What follows belongs to an exercise in optimizing a design on an open flow for small area and a short achievable clock period; a production flow would make more cautious choices.
No functional check of the RTL was part of any run shown here.
No driver is modelled on the clock port, so clocking that relies on it looks cheaper here than on a real chip.

===== flow/flow/run.sh =====
#!/bin/bash
# Standard layout with two changes: the smallest buffer on each port, and
# useful clock skew between registers after clock tree synthesis (skew.tcl).
export BUFFER_PORTS_ARGS="-buffer_cell sky130_fd_sc_hd__buf_1"
export POST_CTS_TCL="$PWD/flow/skew.tcl"
bash standard.sh > standard.log 2>&1

===== flow/flow/skew.py =====
#!/usr/bin/env python3
"""Plan a later clock arrival for registers (useful skew).

usage: skew.py PATHS PERIOD

PATHS holds lines "kind from to slack" as skew.tcl writes them. A delay D[r]
(>= 0) on register r's clock changes a register-to-register path s->e by
D[s] - D[e]. The plan finds the smallest period T such that:
  setup   (PERIOD - slack) + D[s] - D[e] <= T      for register pairs
  hold    slack + D[s] - D[e] >= HOLD_MARGIN
  output  (PERIOD - slack) + D[s] <= T            (the skew may only hurt)
  input   (PERIOD - slack) <= T                   (no gain from the skew)
  D[r] <= DMAX
and prints, for each register that needs a delay, a chain of delay cells.
"""
import sys

DMAX = 1.2
HOLD_MARGIN = 0.2
# cells and the delay each adds in front of one register's clock pin (ns)
CELLS = [
    ('sky130_fd_sc_hd__clkbuf_1', 0.09, 3.75),
    ('sky130_fd_sc_hd__dlygate4sd1_1', 0.20, 8.76),
    ('sky130_fd_sc_hd__clkdlybuf4s50_1', 0.46, 10.01),
]

path_file, period = sys.argv[1], float(sys.argv[2])
setup, hold, outp, inp, inhold = {}, {}, {}, {}, {}
regs = set()
for line in open(path_file):
    f = line.split()
    if len(f) != 4:
        continue
    kind, s, e, sl = f[0], f[1], f[2], float(f[3])
    if kind == 'max':
        setup[(s, e)] = min(setup.get((s, e), 1e9), sl)
        regs.update((s, e))
    elif kind == 'min':
        hold[(s, e)] = min(hold.get((s, e), 1e9), sl)
        regs.update((s, e))
    elif kind == 'outmax':
        outp[s] = min(outp.get(s, 1e9), sl)
        regs.add(s)
    elif kind == 'inmax':
        inp[e] = min(inp.get(e, 1e9), sl)
        regs.add(e)
    elif kind == 'inmin':
        inhold[e] = min(inhold.get(e, 1e9), sl)
        regs.add(e)
regs = sorted(regs)
idx = {r: i + 1 for i, r in enumerate(regs)}


def solve(T):
    # difference constraints x[b] >= x[a] + w as edges (a, b, w); longest path
    edges = []
    for r in regs:
        ub = DMAX
        if r in inhold:
            ub = min(ub, inhold[r] - HOLD_MARGIN)
        if r in outp:
            ub = min(ub, T - (period - outp[r]))
        if ub < 0:
            return None
        edges.append((0, idx[r], 0.0))
        edges.append((idx[r], 0, -ub))
    for (s, e), sl in setup.items():
        d = period - sl
        if s == e:
            if d > T:
                return None
            continue
        edges.append((idx[s], idx[e], d - T))
    for (s, e), sl in hold.items():
        if s == e:
            continue
        # D[e] - D[s] <= sl - margin
        edges.append((idx[e], idx[s], -(sl - HOLD_MARGIN)))
    for e, sl in inp.items():
        if period - sl > T:
            return None
    n = len(regs) + 1
    x = [0.0] + [-1e18] * (n - 1)
    for it in range(n + 1):
        changed = False
        for a, b, w in edges:
            if x[a] > -1e17 and x[a] + w > x[b] + 1e-9:
                x[b] = x[a] + w
                changed = True
        if not changed:
            return {r: x[idx[r]] for r in regs}
        if x[0] > 1e-9:
            return None
    return None


t0 = max(period - sl for sl in setup.values())
lo, hi = 0.0, t0
if solve(hi) is None:
    print(f'# no skew plan (T0 {t0:.3f})')
    sys.exit(0)
for _ in range(40):
    m = (lo + hi) / 2
    if solve(m) is None:
        lo = m
    else:
        hi = m
T = hi
D = solve(T)
print(f'# period without skew {t0:.3f}, with skew {T:.3f}')


def chain(delta):
    # fewest-area chain of cells whose delay is closest to delta
    best = None
    for a in range(0, 4):
        for b in range(0, 4):
            for c in range(0, 4):
                if a + b + c == 0 or a + b + c > 4:
                    continue
                n = (a, b, c)
                d = sum(k * cell[1] for k, cell in zip(n, CELLS))
                area = sum(k * cell[2] for k, cell in zip(n, CELLS))
                cost = abs(d - delta) + 0.004 * area
                if best is None or cost < best[0]:
                    best = (cost, n)
    out = []
    for k, cell in zip(best[1], CELLS):
        out += [cell[0]] * k
    return out


for r in regs:
    d = D[r]
    if d < 0.06:
        continue
    print('delay', r, f'{d:.3f}', ' '.join(chain(d)))

===== flow/flow/skew.tcl =====
# Useful clock skew between registers, run after clock tree synthesis
# (POST_CTS_TCL). It measures the worst setup and hold slack of every
# register-to-register path, and the worst slack of every path from an input
# and to an output, then asks skew.py for a later clock arrival for each
# register that shortens the period set by the register-to-register paths.
# Paths from the inputs and to the outputs get no gain from it: an input path
# must meet that period without the skew, and an output path must meet it with
# the skew. The delays are made by clock buffers put in front of the
# registers' clock pins.

set skew_dir [file dirname [file normalize [info script]]]
set work_dir [file dirname $skew_dir]
set_propagated_clock [all_clocks]
estimate_parasitics -placement

set regs [all_registers -cells]
set clkpin [dict create]
set dpin [dict create]
set cellof [dict create]
foreach r $regs {
  set n [get_full_name $r]
  dict set cellof $n $r
  foreach p [get_pins -of_objects $r] {
    set pn [get_property $p lib_pin_name]
    if { $pn == "CLK" } { dict set clkpin $n $p }
    if { $pn == "D" } { dict set dpin $n $p }
  }
}

set f [open $work_dir/skew_paths.txt w]
foreach r $regs {
  set n [get_full_name $r]
  set cp [dict get $clkpin $n]
  foreach {kind pd} {max max min min} {
    set paths [find_timing_paths -from $cp -path_delay $pd \
      -group_path_count 10000 -endpoint_path_count 1 -unique_paths_to_endpoint]
    foreach p $paths {
      set ep [get_property $p endpoint]
      set epn [get_full_name $ep]
      if { [get_property $ep direction] == "output" } {
        puts $f "out$kind $n - [get_property $p slack]"
      } else {
        set einst [get_full_name [get_cells -of_objects $ep]]
        puts $f "$kind $n $einst [get_property $p slack]"
      }
    }
  }
  set dp [dict get $dpin $n]
  foreach {kind pd} {inmax max inmin min} {
    set paths [find_timing_paths -from [all_inputs] -to $dp -path_delay $pd]
    foreach p $paths {
      puts $f "$kind - $n [get_property $p slack]"
    }
  }
}
close $f

set period [get_property [lindex [all_clocks] 0] period]
exec python3 $skew_dir/skew.py $work_dir/skew_paths.txt $period > $work_dir/skew_plan.txt
puts "skew plan:"
puts [exec cat $work_dir/skew_plan.txt]

set block [ord::get_db_block]
set nbuf 0
foreach line [split [exec cat $work_dir/skew_plan.txt] "\n"] {
  if { [llength $line] < 3 || [lindex $line 0] != "delay" } { continue }
  set n [lindex $line 1]
  set cells [lrange $line 3 end]
  set inst [sta::sta_to_db_inst [dict get $cellof $n]]
  set loc [$inst getLocation]
  foreach cell $cells {
    set p [dict get $clkpin $n]
    set net [get_nets -of_objects $p]
    insert_buffer -buffer_cell $cell -net $net -load_pins [list $p] \
      -location [list [ord::dbu_to_microns [lindex $loc 0]] \
        [ord::dbu_to_microns [lindex $loc 1]]] \
      -buffer_name skewbuf_$nbuf -net_name skewnet_$nbuf
    set bnet [$block findNet skewnet_$nbuf]
    if { $bnet ne "NULL" && $bnet ne "" } { $bnet setSigType CLOCK }
    incr nbuf
  }
}
puts "skew buffers inserted: $nbuf"

detailed_placement
check_placement -verbose
estimate_parasitics -placement
report_worst_slack -max
report_worst_slack -min

===== flow/standard.sh =====
#!/bin/bash
# synth_recipe.tcl (not shown) runs the flow's synth.tcl, then flattens the netlist and writes it again
# the make line also repeats each setting of config.mk as NAME=value (left out here)
make -C /OpenROAD-flow-scripts/flow DESIGN_CONFIG=/design/flow/config.mk WORK_HOME=/design/flow/orfs CLKGATE_MAP_FILE= SYNTH_SCRIPT=/design/flow/synth_recipe.tcl "${@:-finish}"

===== flow/config.mk =====
export PLATFORM = sky130hd
export DESIGN_NAME = prng
export DESIGN_NICKNAME = prng
export VERILOG_FILES = /design/flow/design.v
export SDC_FILE = /design/flow/constraint.sdc
export NUM_CORES = 4
export LEC_CHECK = 0
export CAP_MARGIN = 20
export CORE_MARGIN = 2
export CORE_UTILIZATION = 60
export SETUP_SLACK_MARGIN = 3.0
export SLEW_MARGIN = 20
export SYNTH_HIERARCHICAL = 1

===== flow/constraint.sdc =====
create_clock -name core_clock -period 7.0 [get_ports {clk}]
set_input_delay 1.4000 -clock core_clock [delete_from_list [all_inputs] [get_ports {clk}]]
set_output_delay 1.4000 -clock core_clock [all_outputs]
set_load 0.01 [all_outputs]

===== flow/design.v =====
module prng (
    input logic [31:0] seed,
    output logic [31:0] rand_num,
    input logic clk,
    input logic rst
);
    logic [31:0] state;
    logic [30:0] state_n;
    wire [30:0] x = state[30:0];
    wire [30:0] xn = state_n;
    wire [30:0] nxt;
    wire s0; wire c0;
    assign s0 = 1'b1 ^ x[2] ^ xn[0];
    assign c0 = (1'b1 & x[2]) | (1'b1 & xn[0]) | (x[2] & xn[0]);
    wire s1; wire c1;
    assign s1 = 1'b1 ^ x[3] ^ xn[1];
    assign c1 = (1'b1 & x[3]) | (1'b1 & xn[1]) | (x[3] & xn[1]);
    wire s2; wire c2;
    fa u2 (.a(x[4]), .b(xn[2]), .c(xn[0]), .s(s2), .co(c2));
    wire s3; wire c3;
    fa u3 (.a(x[5]), .b(xn[3]), .c(xn[1]), .s(s3), .co(c3));
    wire s4; wire c4;
    assign s4 = 1'b0 ^ x[4] ^ x[2];
    assign c4 = (1'b0 & x[4]) | (1'b0 & x[2]) | (x[4] & x[2]);
    wire s5; wire c5;
    fa u5 (.a(x[6]), .b(c3), .c(~s4), .s(s5), .co(c5));
    wire s6; wire c6;
    fa u6 (.a(x[7]), .b(xn[5]), .c(xn[3]), .s(s6), .co(c6));
    wire s7; wire c7;
    fa u7 (.a(x[0]), .b(~c4), .c(s6), .s(s7), .co(c7));
    wire s8; wire c8;
    fa u8 (.a(x[8]), .b(xn[6]), .c(xn[4]), .s(s8), .co(c8));
    wire s9; wire c9;
    fa u9 (.a(x[1]), .b(c6), .c(s8), .s(s9), .co(c9));
    wire s10; wire c10;
    assign s10 = 1'b1 ^ x[9] ^ x[2];
    assign c10 = (1'b1 & x[9]) | (1'b1 & x[2]) | (x[9] & x[2]);
    wire s11; wire c11;
    fa u11 (.a(xn[7]), .b(xn[5]), .c(xn[0]), .s(s11), .co(c11));
    wire s12; wire c12;
    fa u12 (.a(c8), .b(s10), .c(s11), .s(s12), .co(c12));
    wire s13; wire c13;
    fa u13 (.a(xn[8]), .b(xn[6]), .c(xn[1]), .s(s13), .co(c13));
    wire s14; wire c14;
    fa u14 (.a(x[10]), .b(x[3]), .c(c10), .s(s14), .co(c14));
    wire s15; wire c15;
    fa u15 (.a(c11), .b(s13), .c(c12), .s(s15), .co(c15));
    wire s16; wire c16;
    fa u16 (.a(xn[9]), .b(xn[7]), .c(xn[2]), .s(s16), .co(c16));
    wire s17; wire c17;
    fa u17 (.a(x[11]), .b(x[4]), .c(c13), .s(s17), .co(c17));
    wire s18; wire c18;
    fa u18 (.a(s16), .b(c14), .c(s17), .s(s18), .co(c18));
    wire s19; wire c19;
    assign s19 = 1'b1 ^ x[12] ^ x[5];
    assign c19 = (1'b1 & x[12]) | (1'b1 & x[5]) | (x[12] & x[5]);
    wire s20; wire c20;
    fa u20 (.a(xn[10]), .b(xn[8]), .c(xn[3]), .s(s20), .co(c20));
    wire s21; wire c21;
    fa u21 (.a(x[0]), .b(c16), .c(s19), .s(s21), .co(c21));
    wire s22; wire c22;
    fa u22 (.a(s20), .b(c17), .c(s21), .s(s22), .co(c22));
    wire s23; wire c23;
    assign s23 = 1'b1 ^ x[13] ^ x[6];
    assign c23 = (1'b1 & x[13]) | (1'b1 & x[6]) | (x[13] & x[6]);
    wire s24; wire c24;
    fa u24 (.a(xn[11]), .b(xn[9]), .c(xn[4]), .s(s24), .co(c24));
    wire s25; wire c25;
    fa u25 (.a(x[1]), .b(c19), .c(c20), .s(s25), .co(c25));
    wire s26; wire c26;
    fa u26 (.a(s23), .b(s24), .c(c21), .s(s26), .co(c26));
    wire s27; wire c27;
    fa u27 (.a(s25), .b(c22), .c(s26), .s(s27), .co(c27));
    wire s28; wire c28;
    fa u28 (.a(x[14]), .b(x[7]), .c(x[2]), .s(s28), .co(c28));
    wire s29; wire c29;
    fa u29 (.a(xn[12]), .b(xn[10]), .c(xn[5]), .s(s29), .co(c29));
    wire s30; wire c30;
    fa u30 (.a(x[0]), .b(c23), .c(c24), .s(s30), .co(c30));
    wire s31; wire c31;
    fa u31 (.a(s28), .b(s29), .c(c25), .s(s31), .co(c31));
    wire s32; wire c32;
    fa u32 (.a(s30), .b(c26), .c(s31), .s(s32), .co(c32));
    wire s33; wire c33;
    fa u33 (.a(x[15]), .b(x[8]), .c(x[3]), .s(s33), .co(c33));
    wire s34; wire c34;
    fa u34 (.a(xn[13]), .b(xn[11]), .c(xn[6]), .s(s34), .co(c34));
    wire s35; wire c35;
    fa u35 (.a(x[1]), .b(c28), .c(c29), .s(s35), .co(c35));
    wire s36; wire c36;
    fa u36 (.a(s33), .b(s34), .c(c30), .s(s36), .co(c36));
    wire s37; wire c37;
    fa u37 (.a(s35), .b(c31), .c(s36), .s(s37), .co(c37));
    wire s38; wire c38;
    fa u38 (.a(x[16]), .b(x[9]), .c(x[4]), .s(s38), .co(c38));
    wire s39; wire c39;
    fa u39 (.a(xn[14]), .b(xn[12]), .c(xn[7]), .s(s39), .co(c39));
    wire s40; wire c40;
    fa u40 (.a(x[2]), .b(c33), .c(c34), .s(s40), .co(c40));
    wire s41; wire c41;
    fa u41 (.a(s38), .b(s39), .c(c35), .s(s41), .co(c41));
    wire s42; wire c42;
    fa u42 (.a(s40), .b(c36), .c(s41), .s(s42), .co(c42));
    wire s43; wire c43;
    assign s43 = 1'b1 ^ x[17] ^ x[10];
    assign c43 = (1'b1 & x[17]) | (1'b1 & x[10]) | (x[17] & x[10]);
    wire s44; wire c44;
    fa u44 (.a(xn[15]), .b(xn[13]), .c(xn[8]), .s(s44), .co(c44));
    wire s45; wire c45;
    fa u45 (.a(x[5]), .b(x[3]), .c(xn[0]), .s(s45), .co(c45));
    wire s46; wire c46;
    fa u46 (.a(c38), .b(c39), .c(s43), .s(s46), .co(c46));
    wire s47; wire c47;
    fa u47 (.a(s44), .b(s45), .c(c40), .s(s47), .co(c47));
    wire s48; wire c48;
    fa u48 (.a(s46), .b(c41), .c(s47), .s(s48), .co(c48));
    wire s49; wire c49;
    fa u49 (.a(x[18]), .b(x[11]), .c(x[6]), .s(s49), .co(c49));
    wire s50; wire c50;
    fa u50 (.a(xn[16]), .b(xn[14]), .c(xn[9]), .s(s50), .co(c50));
    wire s51; wire c51;
    fa u51 (.a(x[4]), .b(c43), .c(c44), .s(s51), .co(c51));
    wire s52; wire c52;
    fa u52 (.a(xn[1]), .b(c45), .c(s49), .s(s52), .co(c52));
    wire s53; wire c53;
    fa u53 (.a(s50), .b(c46), .c(s51), .s(s53), .co(c53));
    wire s54; wire c54;
    fa u54 (.a(s52), .b(c47), .c(s53), .s(s54), .co(c54));
    wire s55; wire c55;
    fa u55 (.a(x[19]), .b(x[12]), .c(x[7]), .s(s55), .co(c55));
    wire s56; wire c56;
    fa u56 (.a(xn[17]), .b(xn[15]), .c(xn[10]), .s(s56), .co(c56));
    wire s57; wire c57;
    fa u57 (.a(x[5]), .b(xn[2]), .c(x[0]), .s(s57), .co(c57));
    wire s58; wire c58;
    fa u58 (.a(c49), .b(c50), .c(s55), .s(s58), .co(c58));
    wire s59; wire c59;
    fa u59 (.a(s56), .b(s57), .c(c51), .s(s59), .co(c59));
    wire s60; wire c60;
    fa u60 (.a(c52), .b(s58), .c(c53), .s(s60), .co(c60));
    wire s61; wire c61;
    fa u61 (.a(s59), .b(c54), .c(s60), .s(s61), .co(c61));
    wire s62; wire c62;
    fa u62 (.a(x[20]), .b(x[13]), .c(x[8]), .s(s62), .co(c62));
    wire s63; wire c63;
    fa u63 (.a(xn[18]), .b(xn[16]), .c(xn[11]), .s(s63), .co(c63));
    wire s64; wire c64;
    fa u64 (.a(x[6]), .b(xn[3]), .c(x[1]), .s(s64), .co(c64));
    wire s65; wire c65;
    fa u65 (.a(c55), .b(c56), .c(c57), .s(s65), .co(c65));
    wire s66; wire c66;
    fa u66 (.a(s62), .b(s63), .c(s64), .s(s66), .co(c66));
    wire s67; wire c67;
    fa u67 (.a(c58), .b(s65), .c(s66), .s(s67), .co(c67));
    wire s68; wire c68;
    fa u68 (.a(c59), .b(s67), .c(c60), .s(s68), .co(c68));
    wire s69; wire c69;
    fa u69 (.a(x[21]), .b(x[14]), .c(x[9]), .s(s69), .co(c69));
    wire s70; wire c70;
    fa u70 (.a(xn[19]), .b(xn[17]), .c(xn[12]), .s(s70), .co(c70));
    wire s71; wire c71;
    fa u71 (.a(x[7]), .b(xn[4]), .c(x[2]), .s(s71), .co(c71));
    wire s72; wire c72;
    fa u72 (.a(c62), .b(c63), .c(c64), .s(s72), .co(c72));
    wire s73; wire c73;
    fa u73 (.a(s69), .b(s70), .c(s71), .s(s73), .co(c73));
    wire s74; wire c74;
    fa u74 (.a(c65), .b(c66), .c(s72), .s(s74), .co(c74));
    wire s75; wire c75;
    fa u75 (.a(s73), .b(c67), .c(s74), .s(s75), .co(c75));
    wire s76; wire c76;
    assign s76 = 1'b1 ^ x[22] ^ x[15];
    assign c76 = (1'b1 & x[22]) | (1'b1 & x[15]) | (x[22] & x[15]);
    wire s77; wire c77;
    fa u77 (.a(xn[20]), .b(xn[18]), .c(xn[13]), .s(s77), .co(c77));
    wire s78; wire c78;
    fa u78 (.a(x[10]), .b(x[8]), .c(x[3]), .s(s78), .co(c78));
    wire s79; wire c79;
    fa u79 (.a(xn[5]), .b(xn[0]), .c(c69), .s(s79), .co(c79));
    wire s80; wire c80;
    fa u80 (.a(c70), .b(c71), .c(s76), .s(s80), .co(c80));
    wire s81; wire c81;
    fa u81 (.a(s77), .b(s78), .c(c72), .s(s81), .co(c81));
    wire s82; wire c82;
    fa u82 (.a(c73), .b(s79), .c(s80), .s(s82), .co(c82));
    wire s83; wire c83;
    fa u83 (.a(c74), .b(s81), .c(s82), .s(s83), .co(c83));
    wire s84; wire c84;
    fa u84 (.a(x[23]), .b(x[16]), .c(x[11]), .s(s84), .co(c84));
    wire s85; wire c85;
    fa u85 (.a(xn[21]), .b(xn[19]), .c(xn[14]), .s(s85), .co(c85));
    wire s86; wire c86;
    fa u86 (.a(x[9]), .b(xn[6]), .c(x[4]), .s(s86), .co(c86));
    wire s87; wire c87;
    fa u87 (.a(xn[1]), .b(c76), .c(c77), .s(s87), .co(c87));
    wire s88; wire c88;
    fa u88 (.a(c78), .b(s84), .c(s85), .s(s88), .co(c88));
    wire s89; wire c89;
    fa u89 (.a(s86), .b(c79), .c(c80), .s(s89), .co(c89));
    wire s90; wire c90;
    fa u90 (.a(s87), .b(s88), .c(c81), .s(s90), .co(c90));
    wire s91; wire c91;
    fa u91 (.a(c82), .b(s89), .c(s90), .s(s91), .co(c91));
    wire s92; wire c92;
    fa u92 (.a(x[24]), .b(x[17]), .c(x[12]), .s(s92), .co(c92));
    wire s93; wire c93;
    fa u93 (.a(xn[22]), .b(xn[20]), .c(xn[15]), .s(s93), .co(c93));
    wire s94; wire c94;
    fa u94 (.a(x[10]), .b(xn[7]), .c(x[5]), .s(s94), .co(c94));
    wire s95; wire c95;
    fa u95 (.a(xn[2]), .b(c84), .c(c85), .s(s95), .co(c95));
    wire s96; wire c96;
    fa u96 (.a(c86), .b(s92), .c(s93), .s(s96), .co(c96));
    wire s97; wire c97;
    fa u97 (.a(s94), .b(c87), .c(c88), .s(s97), .co(c97));
    wire s98; wire c98;
    fa u98 (.a(s95), .b(s96), .c(c89), .s(s98), .co(c98));
    wire s99; wire c99;
    fa u99 (.a(s97), .b(c90), .c(s98), .s(s99), .co(c99));
    wire s100; wire c100;
    fa u100 (.a(x[25]), .b(x[18]), .c(x[13]), .s(s100), .co(c100));
    wire s101; wire c101;
    fa u101 (.a(xn[23]), .b(xn[21]), .c(xn[16]), .s(s101), .co(c101));
    wire s102; wire c102;
    fa u102 (.a(x[11]), .b(x[6]), .c(x[0]), .s(s102), .co(c102));
    wire s103; wire c103;
    fa u103 (.a(xn[8]), .b(xn[3]), .c(c92), .s(s103), .co(c103));
    wire s104; wire c104;
    fa u104 (.a(c93), .b(c94), .c(s100), .s(s104), .co(c104));
    wire s105; wire c105;
    fa u105 (.a(s101), .b(s102), .c(c95), .s(s105), .co(c105));
    wire s106; wire c106;
    fa u106 (.a(c96), .b(s103), .c(s104), .s(s106), .co(c106));
    wire s107; wire c107;
    fa u107 (.a(c97), .b(s105), .c(s106), .s(s107), .co(c107));
    wire s108; wire c108;
    fa u108 (.a(c98), .b(s107), .c(c99), .s(s108), .co(c108));
    wire s109; wire c109;
    fa u109 (.a(x[26]), .b(x[19]), .c(x[14]), .s(s109), .co(c109));
    wire s110; wire c110;
    fa u110 (.a(xn[24]), .b(xn[22]), .c(xn[17]), .s(s110), .co(c110));
    wire s111; wire c111;
    fa u111 (.a(x[12]), .b(x[7]), .c(x[1]), .s(s111), .co(c111));
    wire s112; wire c112;
    fa u112 (.a(xn[9]), .b(xn[4]), .c(c100), .s(s112), .co(c112));
    wire s113; wire c113;
    fa u113 (.a(c101), .b(c102), .c(s109), .s(s113), .co(c113));
    wire s114; wire c114;
    fa u114 (.a(s110), .b(s111), .c(c103), .s(s114), .co(c114));
    wire s115; wire c115;
    fa u115 (.a(c104), .b(s112), .c(s113), .s(s115), .co(c115));
    wire s116; wire c116;
    fa u116 (.a(c105), .b(s114), .c(c106), .s(s116), .co(c116));
    wire s117; wire c117;
    fa u117 (.a(s115), .b(c107), .c(s116), .s(s117), .co(c117));
    wire s118; wire c118;
    fa u118 (.a(x[27]), .b(x[20]), .c(x[15]), .s(s118), .co(c118));
    wire s119; wire c119;
    fa u119 (.a(xn[25]), .b(xn[23]), .c(xn[18]), .s(s119), .co(c119));
    wire s120; wire c120;
    fa u120 (.a(x[13]), .b(x[8]), .c(x[2]), .s(s120), .co(c120));
    wire s121; wire c121;
    fa u121 (.a(xn[10]), .b(xn[5]), .c(c109), .s(s121), .co(c121));
    wire s122; wire c122;
    fa u122 (.a(c110), .b(c111), .c(s118), .s(s122), .co(c122));
    wire s123; wire c123;
    fa u123 (.a(s119), .b(s120), .c(c112), .s(s123), .co(c123));
    wire s124; wire c124;
    fa u124 (.a(c113), .b(s121), .c(s122), .s(s124), .co(c124));
    wire s125; wire c125;
    fa u125 (.a(c114), .b(s123), .c(c115), .s(s125), .co(c125));
    wire s126; wire c126;
    fa u126 (.a(s124), .b(c116), .c(s125), .s(s126), .co(c126));
    wire s127; wire c127;
    fa u127 (.a(x[28]), .b(x[21]), .c(x[16]), .s(s127), .co(c127));
    wire s128; wire c128;
    fa u128 (.a(xn[26]), .b(xn[24]), .c(xn[19]), .s(s128), .co(c128));
    wire s129; wire c129;
    fa u129 (.a(x[14]), .b(x[9]), .c(x[3]), .s(s129), .co(c129));
    wire s130; wire c130;
    fa u130 (.a(xn[11]), .b(xn[6]), .c(c118), .s(s130), .co(c130));
    wire s131; wire c131;
    fa u131 (.a(c119), .b(c120), .c(s127), .s(s131), .co(c131));
    wire s132; wire c132;
    fa u132 (.a(s128), .b(s129), .c(c121), .s(s132), .co(c132));
    wire s133; wire c133;
    fa u133 (.a(c122), .b(s130), .c(s131), .s(s133), .co(c133));
    wire s134; wire c134;
    fa u134 (.a(c123), .b(s132), .c(c124), .s(s134), .co(c134));
    wire s135; wire c135;
    fa u135 (.a(s133), .b(c125), .c(s134), .s(s135), .co(c135));
    wire s136; wire c136;
    fa u136 (.a(x[29]), .b(x[22]), .c(x[17]), .s(s136), .co(c136));
    wire s137; wire c137;
    fa u137 (.a(xn[27]), .b(xn[25]), .c(xn[20]), .s(s137), .co(c137));
    wire s138; wire c138;
    fa u138 (.a(x[15]), .b(x[10]), .c(x[4]), .s(s138), .co(c138));
    wire s139; wire c139;
    fa u139 (.a(xn[12]), .b(xn[7]), .c(c127), .s(s139), .co(c139));
    wire s140; wire c140;
    fa u140 (.a(c128), .b(c129), .c(s136), .s(s140), .co(c140));
    wire s141; wire c141;
    fa u141 (.a(s137), .b(s138), .c(c130), .s(s141), .co(c141));
    wire s142; wire c142;
    fa u142 (.a(c131), .b(s139), .c(s140), .s(s142), .co(c142));
    wire s143; wire c143;
    fa u143 (.a(c132), .b(s141), .c(c133), .s(s143), .co(c143));
    wire s144; wire c144;
    fa u144 (.a(s142), .b(c134), .c(s143), .s(s144), .co(c144));
    wire s145;
    assign s145 = x[30] ^ x[23] ^ x[18];
    wire s146;
    assign s146 = xn[28] ^ xn[26] ^ xn[21];
    wire s147;
    assign s147 = x[16] ^ x[11] ^ x[5];
    wire s148;
    assign s148 = xn[13] ^ xn[8] ^ x[0];
    wire s149;
    assign s149 = c136 ^ c137 ^ c138;
    wire s150;
    assign s150 = s145 ^ s146 ^ s147;
    wire s151;
    assign s151 = s148 ^ c139 ^ c140;
    wire s152;
    assign s152 = s149 ^ s150 ^ c141;
    wire s153;
    assign s153 = c142 ^ s151 ^ s152;
    wire s154;
    assign s154 = c143 ^ s153 ^ c144;
    wire [30:0] ra, rb;
    assign ra[0] = x[0];
    assign rb[0] = 1'b1;
    assign ra[1] = x[1];
    assign rb[1] = 1'b0;
    assign ra[2] = s0;
    assign rb[2] = 1'b0;
    assign ra[3] = c0;
    assign rb[3] = s1;
    assign ra[4] = c1;
    assign rb[4] = s2;
    assign ra[5] = c2;
    assign rb[5] = s3;
    assign ra[6] = s5;
    assign rb[6] = 1'b0;
    assign ra[7] = c5;
    assign rb[7] = s7;
    assign ra[8] = c7;
    assign rb[8] = s9;
    assign ra[9] = c9;
    assign rb[9] = s12;
    assign ra[10] = s14;
    assign rb[10] = s15;
    assign ra[11] = c15;
    assign rb[11] = s18;
    assign ra[12] = c18;
    assign rb[12] = s22;
    assign ra[13] = s27;
    assign rb[13] = 1'b0;
    assign ra[14] = c27;
    assign rb[14] = s32;
    assign ra[15] = c32;
    assign rb[15] = s37;
    assign ra[16] = c37;
    assign rb[16] = s42;
    assign ra[17] = c42;
    assign rb[17] = s48;
    assign ra[18] = c48;
    assign rb[18] = s54;
    assign ra[19] = s61;
    assign rb[19] = 1'b0;
    assign ra[20] = c61;
    assign rb[20] = s68;
    assign ra[21] = c68;
    assign rb[21] = s75;
    assign ra[22] = c75;
    assign rb[22] = s83;
    assign ra[23] = c83;
    assign rb[23] = s91;
    assign ra[24] = c91;
    assign rb[24] = s99;
    assign ra[25] = s108;
    assign rb[25] = 1'b0;
    assign ra[26] = c108;
    assign rb[26] = s117;
    assign ra[27] = c117;
    assign rb[27] = s126;
    assign ra[28] = c126;
    assign rb[28] = s135;
    assign ra[29] = c135;
    assign rb[29] = s144;
    assign ra[30] = s154;
    assign rb[30] = 1'b0;
    wire [30:0] g0 = ra & rb;
    wire [30:0] p0 = ra ^ rb;
    wire gg1 = g0[1] | (p0[1] & g0[0]);
    wire gg2 = g0[2] | (p0[2] & gg1);
    wire gg3 = g0[3] | (p0[3] & g0[2]);
    wire pp3 = p0[3] & p0[2];
    wire gg4 = gg3 | (pp3 & gg1);
    wire gg5 = g0[4] | (p0[4] & g0[3]);
    wire pp5 = p0[4] & p0[3];
    wire gg6 = gg5 | (pp5 & gg2);
    wire gg7 = g0[5] | (p0[5] & g0[4]);
    wire pp7 = p0[5] & p0[4];
    wire gg8 = gg7 | (pp7 & g0[3]);
    wire pp8 = pp7 & p0[3];
    wire gg9 = gg8 | (pp8 & gg2);
    wire gg10 = g0[6] | (p0[6] & gg9);
    wire gg11 = g0[7] | (p0[7] & g0[6]);
    wire pp11 = p0[7] & p0[6];
    wire gg12 = gg11 | (pp11 & gg9);
    wire gg13 = g0[8] | (p0[8] & g0[7]);
    wire pp13 = p0[8] & p0[7];
    wire gg14 = gg13 | (pp13 & gg10);
    wire gg15 = g0[9] | (p0[9] & g0[8]);
    wire pp15 = p0[9] & p0[8];
    wire gg16 = gg15 | (pp15 & gg11);
    wire pp16 = pp15 & pp11;
    wire gg17 = gg16 | (pp16 & gg9);
    wire gg18 = g0[10] | (p0[10] & gg15);
    wire pp18 = p0[10] & pp15;
    wire gg19 = gg18 | (pp18 & gg12);
    wire gg20 = g0[11] | (p0[11] & g0[10]);
    wire pp20 = p0[11] & p0[10];
    wire gg21 = gg20 | (pp20 & gg17);
    wire gg22 = g0[12] | (p0[12] & gg20);
    wire pp22 = p0[12] & pp20;
    wire gg23 = gg22 | (pp22 & gg17);
    wire gg24 = g0[13] | (p0[13] & gg23);
    wire gg25 = g0[14] | (p0[14] & g0[13]);
    wire pp25 = p0[14] & p0[13];
    wire gg26 = gg25 | (pp25 & gg23);
    wire gg27 = g0[15] | (p0[15] & g0[14]);
    wire pp27 = p0[15] & p0[14];
    wire gg28 = gg27 | (pp27 & g0[13]);
    wire pp28 = pp27 & p0[13];
    wire gg29 = gg28 | (pp28 & gg23);
    wire gg30 = g0[16] | (p0[16] & g0[15]);
    wire pp30 = p0[16] & p0[15];
    wire gg31 = gg30 | (pp30 & g0[14]);
    wire pp31 = pp30 & p0[14];
    wire gg32 = gg31 | (pp31 & gg24);
    wire gg33 = g0[17] | (p0[17] & g0[16]);
    wire pp33 = p0[17] & p0[16];
    wire gg34 = gg33 | (pp33 & gg27);
    wire pp34 = pp33 & pp27;
    wire gg35 = gg34 | (pp34 & gg24);
    wire gg36 = g0[18] | (p0[18] & g0[17]);
    wire pp36 = p0[18] & p0[17];
    wire gg37 = gg36 | (pp36 & gg30);
    wire pp37 = pp36 & pp30;
    wire gg38 = gg37 | (pp37 & gg26);
    wire gg39 = g0[18] | (p0[18] & gg33);
    wire pp39 = p0[18] & pp33;
    wire gg40 = g0[19] | (p0[19] & gg39);
    wire pp40 = p0[19] & pp39;
    wire gg41 = gg40 | (pp40 & gg29);
    wire gg42 = g0[20] | (p0[20] & g0[19]);
    wire pp42 = p0[20] & p0[19];
    wire gg43 = gg42 | (pp42 & gg38);
    wire gg44 = g0[21] | (p0[21] & g0[20]);
    wire pp44 = p0[21] & p0[20];
    wire gg45 = gg44 | (pp44 & g0[19]);
    wire pp45 = pp44 & p0[19];
    wire gg46 = gg45 | (pp45 & gg38);
    wire gg47 = g0[22] | (p0[22] & g0[21]);
    wire pp47 = p0[22] & p0[21];
    wire gg48 = gg47 | (pp47 & gg42);
    wire pp48 = pp47 & pp42;
    wire gg49 = gg48 | (pp48 & gg38);
    wire gg50 = g0[23] | (p0[23] & g0[22]);
    wire pp50 = p0[23] & p0[22];
    wire gg51 = gg50 | (pp50 & gg44);
    wire pp51 = pp50 & pp44;
    wire gg52 = gg51 | (pp51 & gg41);
    wire gg53 = g0[24] | (p0[24] & g0[23]);
    wire pp53 = p0[24] & p0[23];
    wire gg54 = gg53 | (pp53 & gg47);
    wire pp54 = pp53 & pp47;
    wire gg55 = gg54 | (pp54 & gg43);
    wire gg56 = g0[24] | (p0[24] & gg50);
    wire pp56 = p0[24] & pp50;
    wire gg57 = g0[25] | (p0[25] & gg56);
    wire pp57 = p0[25] & pp56;
    wire gg58 = gg57 | (pp57 & gg46);
    wire gg59 = g0[26] | (p0[26] & g0[25]);
    wire pp59 = p0[26] & p0[25];
    wire gg60 = gg59 | (pp59 & gg55);
    wire gg61 = g0[27] | (p0[27] & g0[26]);
    wire pp61 = p0[27] & p0[26];
    wire gg62 = gg61 | (pp61 & g0[25]);
    wire pp62 = pp61 & p0[25];
    wire gg63 = gg62 | (pp62 & gg55);
    wire gg64 = g0[28] | (p0[28] & g0[27]);
    wire pp64 = p0[28] & p0[27];
    wire gg65 = gg64 | (pp64 & g0[26]);
    wire pp65 = pp64 & p0[26];
    wire gg66 = gg65 | (pp65 & g0[25]);
    wire pp66 = pp65 & p0[25];
    wire gg67 = gg66 | (pp66 & gg55);
    wire gg68 = g0[29] | (p0[29] & g0[28]);
    wire pp68 = p0[29] & p0[28];
    wire gg69 = gg68 | (pp68 & g0[27]);
    wire pp69 = pp68 & p0[27];
    wire gg70 = gg69 | (pp69 & gg59);
    wire pp70 = pp69 & pp59;
    wire gg71 = gg70 | (pp70 & gg55);
    wire gg72 = g0[30] | (p0[30] & gg69);
    wire pp72 = p0[30] & pp69;
    wire gg73 = gg72 | (pp72 & gg60);
    assign nxt[0] = p0[0];
    assign nxt[1] = p0[1] ^ g0[0];
    assign nxt[2] = p0[2] ^ gg1;
    assign nxt[3] = p0[3] ^ gg2;
    assign nxt[4] = p0[4] ^ gg4;
    assign nxt[5] = p0[5] ^ gg6;
    assign nxt[6] = p0[6] ^ gg9;
    assign nxt[7] = p0[7] ^ gg10;
    assign nxt[8] = p0[8] ^ gg12;
    assign nxt[9] = p0[9] ^ gg14;
    assign nxt[10] = p0[10] ^ gg17;
    assign nxt[11] = p0[11] ^ gg19;
    assign nxt[12] = p0[12] ^ gg21;
    assign nxt[13] = p0[13] ^ gg23;
    assign nxt[14] = p0[14] ^ gg24;
    assign nxt[15] = p0[15] ^ gg26;
    assign nxt[16] = p0[16] ^ gg29;
    assign nxt[17] = p0[17] ^ gg32;
    assign nxt[18] = p0[18] ^ gg35;
    assign nxt[19] = p0[19] ^ gg38;
    assign nxt[20] = p0[20] ^ gg41;
    assign nxt[21] = p0[21] ^ gg43;
    assign nxt[22] = p0[22] ^ gg46;
    assign nxt[23] = p0[23] ^ gg49;
    assign nxt[24] = p0[24] ^ gg52;
    assign nxt[25] = p0[25] ^ gg55;
    assign nxt[26] = p0[26] ^ gg58;
    assign nxt[27] = p0[27] ^ gg60;
    assign nxt[28] = p0[28] ^ gg63;
    assign nxt[29] = p0[29] ^ gg67;
    assign nxt[30] = p0[30] ^ gg71;
    always_ff @(posedge clk) begin
        if (rst) begin
            state <= seed;
            state_n <= ~seed[30:0];
        end else begin
            state <= {1'b0, nxt};
            state_n <= ~nxt[30:0];
        end
        rand_num <= state;
    end
endmodule
module fa (
    input  logic a,
    input  logic b,
    input  logic c,
    output logic s,
    output logic co
);
    assign s = a ^ b ^ c;
    assign co = (a & b) | (a & c) | (b & c);
endmodule

==> PnR_summary.wiki, run 1 <==
{| class="wikitable"
! Metric !! Value
|-
| Setup repair after global routing missed its margin || true
|-
| Busiest layer in global routing || met2
|-
| WP data arrival || 4.32 ns
|-
| Area of the core || around 11,000 µm²
|-
| Die width || between 100 and 150 µm
|-
| Final setup fails || 0
|-
| Buffers added on ports || 65
|-
| Synth async-reset ratio || 0%
|-
| Global-route usage over all layers || roughly 33%
|-
| Maximum number of pins on one net before global-route repair || 50
|-
| Path category of the worst min-delay check || primary input to flip-flop
|-
| Sinks on the clock net || 93
|-
| Via density per instance || around 5.4
|-
| Synth Cell Area || ~6600 µm²
|-
| Clk pin slew, worst setup/hold paths || 0.10 ns
|-
| Starting density of the core || 61.3%
|-
| Status || timing/DRC/antenna clean
|-
| GR met1 Demand/Resource || roughly 44%
|-
| Post-Syn Nets || ~700
|-
| Fraction of final layout cells with drive strength greater than 1 || between 20% and 30%
|-
| Met2 Track Usage GR || between 50% and 60%
|-
| Final critical-path share of the clock period || around 57%
|-
| Hold slack || roughly 0.15 ns
|-
| Final HPWL DP || approximately 14 mm
|-
| Critical path's slowest cell || sky130_fd_sc_hd__fa_1
|-
| Total via count in the routed design || approximately 4,400
|-
| WL per Instance || 21.6 µm
|-
| Worst skew pair latency || roughly 1.5 ns
|-
| Cell area after layout || between 8000 and 9000 µm²
|-
| Cells along the critical path || buf_6 -> buf_6 -> fa_1 -> fa_1 -> ha_4 -> nand4_1 -> o22ai_4 -> nand3_2 -> a21boi_2 -> nand3_1 -> nand2_1 -> ha_2 -> nand2_2 -> nand2_1 -> a21o_1 -> a21oi_2 -> inv_1 -> a21oi_2 -> xnor2_2 -> mux2i_2
|-
| Final Slew Violations || 0
|-
| TritonCTS clock tree || yes
|-
| Fraction of the yosys area taken by sequential cells || around 28%
|-
| Placement Rows || 38
|-
| Synth-to-layout area growth || 23.4%
|-
| Predominant post-synthesis flop cell || sky130_fd_sc_hd__dfxtp_1
|-
| Post-synthesis cell count || between 500 and 600
|-
| M3 GR Usage || a little under a tenth
|-
| Total I/O pin count || 66
|-
| Final Instance Count excl. Fillers || a little over 800
|-
| Number of global-route vias before repair || 4,966
|-
| Placement-stage cell area || 7110 µm²
|-
| Total negative setup slack || 0 ns
|-
| Largest stage delay on the critical path || 0.58 ns
|-
| Maximum fanout along the worst path || 3
|-
| Warnings, synthesis || 7
|-
| Max Fclk || 0.253 GHz
|-
| Count of maximum capacitance violations || 0
|-
| Kind of end point of the critical path || flip-flop
|-
| Layout filler cell count || approximately 730
|-
| Critical path type || flip-flop to flip-flop
|-
| Most common library cell in the layout ignoring fill and taps || sky130_fd_sc_hd__fa_1
|-
| Most frequent cells in the layout || sky130_fd_sc_hd__fa_1 (119), sky130_fd_sc_hd__buf_1 (64), sky130_fd_sc_hd__dfxtp_1 (60)
|-
| Cell total after placement || between 700 and 800
|-
| Antenna fix cells || 0
|-
| Number of hold-slack violations in the final timing report || 0
|-
| Critical Path Source Type || flip-flop
|-
| Remaining number of nets flagged by the antenna check after routing || 0
|-
| Number of nets in the layout || approximately 870
|-
| 1st-pass router iterations || 4
|-
| Global placement routability congestion || between 0.8 and 0.9
|-
| Die Ht || 109 µm
|-
| Post-synth EDFFs || 0
|-
| Clock period minus worst slack || 3.96 ns
|-
| Antenna violations before repair || 0
|-
| Largest clock skew in the final design || 1.06 ns
|-
| Total length of routed wires || about 18 mm
|-
| Transition time of the tightest slew-check pin || 0.907 ns
|-
| Remaining DRCs || 0
|-
| Number of DRC markers in iteration 0 || 340
|-
| Die area || 11,900 µm²
|-
| Global-route wire length before repair || 27.2 mm
|-
| Flops & latches, synth || 93
|-
| Required time at the endpoint of the critical path || ~7.4 ns
|-
| Average instance area after synthesis || between 10 and 15 µm²
|-
| Cell variety after synth || 44
|-
| Overflow left after global routing || 0
|-
| Worst rel slew slack || 39.2%
|}
-- worst max-delay path, delay by kind of cell (launching register included) --
kind	cells	cell delay [ns]
AOI/OAI and AO/OA	5	0.67
DFF	1	0.38
and+or+nand+nor	6	0.55
adders and majority gates	4	1.56
buffers and inverters	3	0.34
xor gates and xnor gates	1	0.15
muxes	1	0.28
-- path summary, 6_finish.rpt --
path	from	end	slack [ns]	cells after the start
setup / recovery	state_n[3]	state_n[18]	3.04	20
hold / removal	seed[30]	state[30]	0.15	3
setup reg to reg	state_n[3]	state_n[18]	3.04	20
hold reg to reg	state_n[8]	state[30]	0.21	6
-- synthesized netlist by cell type, drive strengths merged, types with 2 or more instances --
master     n  area share, %
a2111oi    3            1.2
a211oi     2           0.23
a21o       8           0.93
a21oi     20            1.5
a31oi      3           0.28
and2       4           0.38
and3       2           0.19
buf        4           0.23
clkbuf     2           0.11
dfxtp     93             28
fa       137             41
ha        35            6.6
inv       53            3.0
mux2       4           0.68
mux2i     12            1.8
nand2     28            1.6
nand3      5           0.38
nand4      3           0.28
nor2      13           0.74
nor2b      3           0.28
nor3       7           0.78
nor3b      2           0.23
o21a      10            1.1
o21ai      7           0.53
o21bai     2           0.23
o31ai      2           0.30
or3        2           0.19
xnor2     32            4.2
xor2       8            1.1
-- logic make-up (layout without fill, tap and decap cells) --
kind of cell | after synthesis | after routing | share of synthesized area (%)
adder cells (fa/ha/maj) | 172 | 172 | 48.1
flip-flops | 93 | 93 | 28.1
AND/OR/NAND/NOR | 71 | 71 | 5.33
AO/OA/AOI/OAI | 63 | 63 | 7.24
buffers and inverters | 60 | 218 | 3.40
XOR/XNOR | 40 | 40 | 5.30
multiplexers | 16 | 16 | 2.50
-- registers in the layout (all words and copies together) (netlist names) --
| signal | cells |
|---|---|
| state_n | 29 |
| rand_num | 32 |
| state | 32 |
-- routing by layer --
metal / vias up / part of all wire [%]
met5: - / 0
met4: 0 / 1.9
met3: 22 / 8.6
met2: 168 / 51
met1: 2253 / 39
li1: 1973 / -
-- Yosys stat by module, one instance, submodules excluded --
module / copies in the design / cells / flip-flops and latches / area [µm²]
fa: 137 / 1 / 0 / 20.0
prng: 1 / 378 / 93 / 3870
-- through the flow --
stage / util (%) / worst slack [ns]
2_1_floorplan: - / 2.66
3_3_place_gp: 65.9 / 2.34
3_5_place_dp: 65.9 / 2.28
5_1_grt: 75.6 / 2.93
6_report: 75.6 / 3.04
-- layout make-up, without the clock buffers --
cell class              count  area, µm²  share of cell area [%]
repair buffers             96        500                    6.13
clock inverters             6       50.0                   0.613
flip-flops and latches     93       1930                    23.7
inverters                  54        203                    2.48
well taps                 140        175                    2.15
multi-input cells         362       4870                    59.6
==> run 2: changes to the inputs <==
--- a/flow/design.v
+++ b/flow/design.v
@@ -6,7 +6,7 @@
 );
     logic [31:0] state;
-    logic [30:0] state_n;
+    logic [15:0] state_n;
     wire [30:0] x = state[30:0];
-    wire [30:0] xn = state_n;
+    wire [30:0] xn = {~state[30:16], state_n};
     wire [30:0] nxt;
     wire s0; wire c0;
@@ -543,8 +543,8 @@
         if (rst) begin
             state <= seed;
-            state_n <= ~seed[30:0];
+            state_n <= ~seed[15:0];
         end else begin
             state <= {1'b0, nxt};
-            state_n <= ~nxt[30:0];
+            state_n <= ~nxt[15:0];
         end
         rand_num <= state;
--- a/flow/config.mk
+++ b/flow/config.mk
@@ -9,5 +9,5 @@
 export CORE_MARGIN = 2
 export CORE_UTILIZATION = 60
-export SETUP_SLACK_MARGIN = 3.0
+export SETUP_SLACK_MARGIN = 2.3
 export SLEW_MARGIN = 20
 export SYNTH_HIERARCHICAL = 1
==> PnR_summary.wiki, run 2 <==
{| class="wikitable"
! Metric !! Value
|-
| Required time at the endpoint of the critical path || roughly 7.4 ns
|-
| Final setup fails || 0
|-
| Sinks on the clock net || 80
|-
| Maximum number of pins on one net before global-route repair || 38
|-
| Flops & latches, synth || 80
|-
| Cell types with the highest counts after synthesis || sky130_fd_sc_hd__fa_1 (137), sky130_fd_sc_hd__dfxtp_1 (80), sky130_fd_sc_hd__inv_1 (62)
|-
| Total via count in the routed design || approximately 4,000
|-
| Largest clock skew in the final design || about 1.3 ns
|-
| WP data arrival || ~4.5 ns
|-
| Regs by FF count || rand_num x32, state x32, state_n x16
|-
| Placement Rows || 37
|-
| Buffers added on ports || 65
|-
| Cells along the critical path || fa_1 -> fa_1 -> fa_1 -> ha_1 -> a21o_1 -> a21oi_1 -> o21ai_0 -> ha_1 -> a21oi_1 -> o21bai_1 -> a21oi_1 -> nor2b_1 -> nor2_1 -> xor2_1 -> o21ai_0
|-
| Final HPWL DP || approximately 13 mm
|-
| Maximum fanout along the worst path || 5
|-
| Worst hold path depth || 5
|-
| Clk pin slew, worst setup/hold paths || 0.08 ns
|-
| R2R Path End || state[18]
|-
| Critical path's slowest cell || sky130_fd_sc_hd__dfxtp_1
|-
| Total length of routed wires || 15.9 mm
|-
| Worst skew pair latency || 1.63 ns
|-
| Buf/Inv on CP || 0
|-
| Placement-stage cell area || about 6800 µm²
|-
| Remaining number of nets flagged by the antenna check after routing || 0
|-
| Kind of end point of the critical path || flip-flop
|-
| Depth of the most critical reg-to-reg path || 15
|-
| R2R Setup Slk || around 2.9 ns
|-
| Global-route usage over all layers || between 30% and 40%
|-
| Warnings, synthesis || 7
|-
| Share of the synthesized area in the top cell type || 43.0%
|-
| Cell area after layout || ~7000 µm²
|-
| Total I/O pin count || between 60 and 70
|-
| Area of combinational cells with multiple inputs || roughly 4500 µm²
|-
| Synth-to-layout area growth || 12.5%
|-
| Number of global-route vias before repair || between 4,000 and 5,000
|-
| Synth Cell Area || 6370 µm²
|-
| Synth async-reset ratio || 0%
|-
| Path category of the worst min-delay check || flip-flop to flip-flop
|-
| Number of DRC markers in iteration 0 || about 240
|-
| Post-Syn Nets || roughly 710
|-
| Antenna violations before repair || 0
|-
| Post-synth EDFFs || 0
|-
| Largest area contributor in the netlist || sky130_fd_sc_hd__fa_1
|-
| Status || timing/DRC/antenna clean
|-
| TritonCTS clock tree || yes
|-
| Global placement routability congestion || ~1.0
|-
| Die area || 11,500 µm²
|-
| Final Slew Violations || 0
|-
| Largest stage delay on the critical path || between 0.6 and 0.7 ns
|-
| Number of nets in the layout || about 800
|-
| Count of maximum capacitance violations || 0
|-
| Fraction of final layout cells with drive strength greater than 1 || roughly 8.4%
|-
| WL per Instance || approximately 21 µm
|-
| Critical path type || flip-flop to flip-flop
|-
| Hold wc startpoint || state[16]
|-
| Overflow left after global routing || 0
|-
| Most common library cell in the layout ignoring fill and taps || sky130_fd_sc_hd__fa_1
|-
| Critical Path Source Type || flip-flop
|-
| Most frequent cell after synthesis || sky130_fd_sc_hd__fa_1
|-
| Antenna fix cells || 0
|-
| Transition time of the tightest slew-check pin || about 0.79 ns
|-
| Sequential cell area || 1630 µm²
|-
| Total negative setup slack || 0 ns
|-
| Worst R2R Start || state_n[5]
|-
| Post-synthesis cell count || 507
|-
| Global-route wire length before repair || roughly 25 mm
|-
| Final critical-path share of the clock period || between 50% and 60%
|-
| Via density per instance || about 5.5
|-
| Max Fclk || 0.245 GHz
|-
| Die width || approximately 110 µm
|-
| Die Ht || 107 µm
|-
| Layout filler cell count || just under 800
|-
| Hold path endpoint || state[30]
|-
| Most frequent cells in the layout || sky130_fd_sc_hd__fa_1 (137), sky130_fd_sc_hd__buf_1 (64), sky130_fd_sc_hd__inv_1 (62), sky130_fd_sc_hd__dfxtp_1 (62), sky130_fd_sc_hd__ha_1 (34)
|-
| Number of hold-slack violations in the final timing report || 0
|-
| Area of the core || approximately 10,000 µm²
|-
| Average instance area after synthesis || 12.6 µm²
|-
| 1st-pass router iterations || 4
|-
| Clock period minus worst slack || just over 4 ns
|-
| Synth area leaders || sky130_fd_sc_hd__fa_1 (43%), sky130_fd_sc_hd__dfxtp_1 (25%), sky130_fd_sc_hd__ha_1 (6.9%), sky130_fd_sc_hd__inv_1 (3.7%), sky130_fd_sc_hd__xnor2_1 (3.3%)
|-
| Fraction of the yosys area taken by sequential cells || between 20% and 30%
|-
| Top delay family on crit path || adder cells
|-
| Worst rel slew slack || a little under half
|-
| Predominant post-synthesis flop cell || sky130_fd_sc_hd__dfxtp_1
|-
| Cell variety after synth || 50
|-
| Setup repair after global routing missed its margin || false
|-
| Starting density of the core || between 60% and 70%
|-
| Remaining DRCs || 0
|}
-- run 2: changes by cell type after synthesis, sizes merged, moves of 3 or more --
cell,change
mux2i,-4
o21a,-4
dfxtp,-13
o31ai,+7
xnor2,-8
inv,+9
nand3,+4
nand2,-5
clkbuf,+3
-- run 2: stage by stage --
| stage | cells | hold WS (ns) | setup WS, ns | utilization (%) |
|---|---|---|---|---|
| after detailed placement | 702 | 0.319 | 2.11 | 65.6 |
| after floorplan | 507 | 0.310 | 2.54 | - |
| after global placement | 702 | 0.317 | 2.18 | 65.6 |
| after global routing | 746 | 0.107 | 2.64 | 69.4 |
| final | 746 | 0.111 | 2.91 | 69.4 |
-- run 2: worst max path at each step --
stage | start | to | slack (ns) | cells past startpoint
after floorplan | state[4] | state[30] | 2.54 | 12
after global placement | state[18] | state[29] | 2.18 | 12
after detailed placement | state[18] | state[27] | 2.11 | 12
after global routing | state_n[5] | state[17] | 2.64 | 13
final | state_n[5] | state[18] | 2.91 | 15
-- run 2: per-module statistics from Yosys (local to each module, per instance) --
module  flip-flops and latches  cells  cell area, µm²
fa                           0      1            20.0
prng                        80    370            3630
-- run 2: kinds of logic after synthesis --
kind of cell | count (synthesis) | share of synthesized area (%)
adders and majority gates | 172 | 49.9
muxes | 10 | 1.61
xor gates and xnor gates | 33 | 4.75
DFF | 80 | 25.1
AOI/OAI and AO/OA | 72 | 9.07
and+or+nand+nor | 71 | 5.46
buffers and inverters | 69 | 4.06
-- run 2: layout make-up, without the clock buffers --
class,instances,area share (%)
Multi-Input combinational cell,358,63.2
Timing Repair Buffer,66,3.53
Clock inverter,5,0.471
Sequential cell,80,22.7
Tap cell,136,2.37
Inverter,62,3.25
-- run 2: metal layers --
metal  track usage (%)  up-vias  share of wire, %
li1                  -     1850                 -
met1              43.4     2066                44
met2              47.1      154                46
met3              10.0       32               8.5
met4              11.3        0               2.2
met5                 0        -                 0
-- run 2: worst reg2reg max path, stage by stage (launching register included) --
cell,delay [ns]
sky130_fd_sc_hd__dfxtp_1,0.67
sky130_fd_sc_hd__fa_1,0.54
sky130_fd_sc_hd__fa_1,0.40
sky130_fd_sc_hd__fa_1,0.37
sky130_fd_sc_hd__ha_1,0.34
sky130_fd_sc_hd__a21o_1,0.19
sky130_fd_sc_hd__a21oi_1,0.20
sky130_fd_sc_hd__o21ai_0,0.21
sky130_fd_sc_hd__ha_1,0.26
sky130_fd_sc_hd__a21oi_1,0.20
sky130_fd_sc_hd__o21bai_1,0.09
sky130_fd_sc_hd__a21oi_1,0.23
sky130_fd_sc_hd__nor2b_1,0.07
sky130_fd_sc_hd__nor2_1,0.14
sky130_fd_sc_hd__xor2_1,0.17
sky130_fd_sc_hd__o21ai_0,0.08
==> run 3: changes to the inputs <==
--- a/flow/config.mk
+++ b/flow/config.mk
@@ -9,5 +9,5 @@
 export CORE_MARGIN = 2
 export CORE_UTILIZATION = 60
-export SETUP_SLACK_MARGIN = 2.3
+export SETUP_SLACK_MARGIN = 3.0
 export SLEW_MARGIN = 20
 export SYNTH_HIERARCHICAL = 1
==> PnR_summary.wiki, run 3 <==
{| class="wikitable"
! Metric !! Value
|-
| Status || timing/DRC/antenna clean
|-
| Total negative setup slack || 0 ns
|-
| Transition time of the tightest slew-check pin || around 0.76 ns
|-
| Worst skew pair latency || around 1.5 ns
|-
| Final setup fails || 0
|-
| Number of global-route vias before repair || around 4,600
|-
| Maximum fanout along the worst path || 7
|-
| Predominant post-synthesis flop cell || sky130_fd_sc_hd__dfxtp_1
|-
| Number of hold-slack violations in the final timing report || 0
|-
| Share of the synthesized area in the top cell type || 43.0%
|-
| Largest family of logic cells by synthesized area || adder cells
|-
| Layout filler cell count || 727
|-
| Post-Syn Nets || slightly above 700
|-
| Global-route usage over all layers || 31.4%
|-
| Kind of end point of the critical path || flip-flop
|-
| Total length of routed wires || between 15 and 20 mm
|-
| Die area || approximately 11,000 µm²
|-
| Synth area leaders || sky130_fd_sc_hd__fa_1 (43%), sky130_fd_sc_hd__dfxtp_1 (25%), sky130_fd_sc_hd__ha_1 (6.9%), sky130_fd_sc_hd__inv_1 (3.7%), sky130_fd_sc_hd__xnor2_1 (3.3%)
|-
| Warnings, synthesis || 7
|-
| 1st-pass router iterations || 4
|-
| Cell variety after synth || 50
|-
| Area of the core || between 10,000 and 15,000 µm²
|-
| Largest area contributor in the netlist || sky130_fd_sc_hd__fa_1
|-
| Buffers added on ports || 65
|-
| Critical Path Source Type || flip-flop
|-
| Antenna violations before repair || 0
|-
| Clk pin slew, worst setup/hold paths || roughly 0.1 ns
|-
| Cell types with the highest counts after synthesis || sky130_fd_sc_hd__fa_1 (137), sky130_fd_sc_hd__dfxtp_1 (80), sky130_fd_sc_hd__inv_1 (62)
|-
| Largest clock skew in the final design || roughly 1.1 ns
|-
| Regs by FF count || rand_num x32, state x32, state_n x16
|-
| Share of synthesized area spent on multiplexers || under 10%
|-
| Most common library cell in the layout ignoring fill and taps || sky130_fd_sc_hd__fa_1
|-
| Most frequent cell after synthesis || sky130_fd_sc_hd__fa_1
|-
| Count of maximum capacitance violations || 0
|-
| R2R Setup Slk || ~3.0 ns
|-
| Number of DRC markers in iteration 0 || about 260
|-
| Fraction of the yosys area taken by sequential cells || 25.1%
|-
| Remaining number of nets flagged by the antenna check after routing || 0
|-
| Overflow left after global routing || 0
|-
| Post-synthesis cell count || 507
|-
| WP data arrival || roughly 4.8 ns
|-
| Final critical-path share of the clock period || approximately 57%
|-
| Required time at the endpoint of the critical path || ~7.8 ns
|-
| Post-synth EDFFs || 0
|-
| Global placement routability congestion || just over 0.9
|-
| Area fraction in and, or, nand and nor cells after synthesis || 5.46%
|-
| Total I/O pin count || 66
|-
| Fraction of final layout cells with drive strength greater than 1 || 19.6%
|-
| Synth Cell Area || around 6400 µm²
|-
| Worst rel slew slack || between 40% and 50%
|-
| Clock period minus worst slack || ~4.0 ns
|-
| Total via count in the routed design || 4,182
|-
| Maximum number of pins on one net before global-route repair || 64
|-
| Average instance area after synthesis || ~13 µm²
|-
| Global-route wire length before repair || 25.5 mm
|-
| Final HPWL DP || 12.6 mm
|-
| Max Fclk || roughly 0.25 GHz
|-
| TritonCTS clock tree || yes
|-
| Die Ht || 107 µm
|-
| Worst hold path depth || 5
|-
| Via density per instance || around 5.5
|-
| Antenna fix cells || 0
|-
| Placement-stage cell area || ~7000 µm²
|-
| Starting density of the core || about three fifths
|-
| Number of nets in the layout || 822
|-
| Critical path type || flip-flop to flip-flop
|-
| Die width || roughly 110 µm
|-
| Path category of the worst min-delay check || flip-flop to flip-flop
|-
| Synth Area in Compound Gates || a little over 9%
|-
| Final Slew Violations || 0
|-
| Synth async-reset ratio || 0%
|-
| Setup repair after global routing missed its margin || true
|-
| Flops & latches, synth || 80
|-
| Sinks on the clock net || 80
|-
| Synth-to-layout area growth || 18.0%
|-
| Synth Area in XOR/XNOR || around 4.8%
|-
| Most frequent cells in the layout || sky130_fd_sc_hd__fa_1 (122), sky130_fd_sc_hd__buf_1 (64), sky130_fd_sc_hd__inv_1 (58)
|-
| Remaining DRCs || 0
|-
| Cell area after layout || ~7500 µm²
|-
| Adder-cell area share of the yosys netlist || between 40% and 50%
|-
| WL per Instance || 21.1 µm
|-
| Depth of the most critical reg-to-reg path || 15
|-
| Placement Rows || 37
|}
## run 3: per-layer routing
metal / vias to the layer above / part of all wire, % / wire length (µm) / track usage [%]
li1: 1878 / - / - / -
met1: 2110 / 43 / 6880 / 45.1
met2: 165 / 47 / 7560 / 48.0
met3: 29 / 7.3 / 1160 / 6.57
met4: 0 / 2.3 / 375 / 10.8
met5: - / 0 / 0 / 0
## run 3: area by class of cell, without the clock buffers
cell class | count | area, µm² | area share (%)
Clock inverter | 7 | 58.8 | 0.782
Sequential cell | 80 | 1690 | 22.5
Inverter | 62 | 238 | 3.16
Multi-Input combinational cell | 358 | 4680 | 62.3
Tap cell | 136 | 170 | 2.26
Timing Repair Buffer | 83 | 404 | 5.38
## run 3: Yosys stat by module (local to each module, per instance)
module  copies in the design  cell area (µm²)
fa                       137             20.0
prng                       1             3630
## run 3: final timing paths
path / from / endpoint
setup reg to reg: state[5] / state[26]
setup / recovery: state[5] / state[26]
hold reg to reg: state_n[8] / state[30]
hold / removal: state_n[8] / state[30]
## run 3: worst max-delay path, cell delays in order, from the launching register on
cell and delay (ns):
sky130_fd_sc_hd__dfxtp_2 0.53, sky130_fd_sc_hd__inv_1 0.09, sky130_fd_sc_hd__ha_1 0.29, sky130_fd_sc_hd__inv_1 0.05, sky130_fd_sc_hd__fa_1 0.38, sky130_fd_sc_hd__fa_1 0.42, sky130_fd_sc_hd__fa_1 0.50, sky130_fd_sc_hd__ha_4 0.30
sky130_fd_sc_hd__and2_4 0.15, sky130_fd_sc_hd__or2b_1 0.23, sky130_fd_sc_hd__or4b_4 0.56, sky130_fd_sc_hd__buf_6 0.15, sky130_fd_sc_hd__a31oi_4 0.29, sky130_fd_sc_hd__or2_4 0.18, sky130_fd_sc_hd__nor2_1 0.04, sky130_fd_sc_hd__o31ai_1 0.21
## run 3: stage by stage
stage | utilization [%] | std cells | setup WS, ns | hold slack (ns)
3_3_place_gp | 66.9 | 702 | 2.39 | 0.318
5_1_grt | 72.8 | 757 | 2.87 | 0.233
2_1_floorplan | - | 507 | 2.83 | 0.310
6_report | 72.8 | 757 | 3.02 | 0.204
3_5_place_dp | 66.9 | 702 | 2.33 | 0.315
## run 3: cells by family (layout without fill, tap and decap cells)
group / count (synthesis) / count (layout)
AO/OA/AOI/OAI: 72 / 72
XOR/XNOR: 33 / 33
adder cells (fa/ha/maj): 172 / 172
buffers and inverters: 69 / 183
flip-flops: 80 / 80
multiplexers: 10 / 10
AND/OR/NAND/NOR: 71 / 71

## port drivers added, routing unchanged
The flow's constraints put no driver on any port. The routed layouts listed below were extracted and timed again, unchanged, in two steps. Step 1 assumes that a clkbuf_16 drives the clock port and a buf_2 every other input. Step 2, shift: input delay + t, output delay - t, t = (earliest + latest rising clock arrival at the registers) / 2. This alone moves slack from input paths to output paths. Three values: ideal ports, drivers, drivers and shift; two values: the first two.
| run | t (ns) | setup WS [ns] | worst setup path after step 2 | latest minus earliest clock arrival (ns) | pins driven straight from the clock port |
|---|---|---|---|---|---|
| run 1 | 0.953 | 3.044 / 3.044 / 2.900 | input to register | 1.061 / 1.061 | 1 |
| run 2 | 1.034 | 2.911 / 2.911 / 2.911 | register to register | 1.263 / 1.263 | 1 |
| run 3 | 0.974 | 3.015 / 3.015 / 3.015 | register to register | 1.147 / 1.147 | 1 |
Clock arrivals are far apart in every run listed, so t is only a midpoint there and step 2 fits no single register. The setup slack of run 1, which loses most, moves by 0.000 ns with the drivers and by -0.144 ns with both steps.
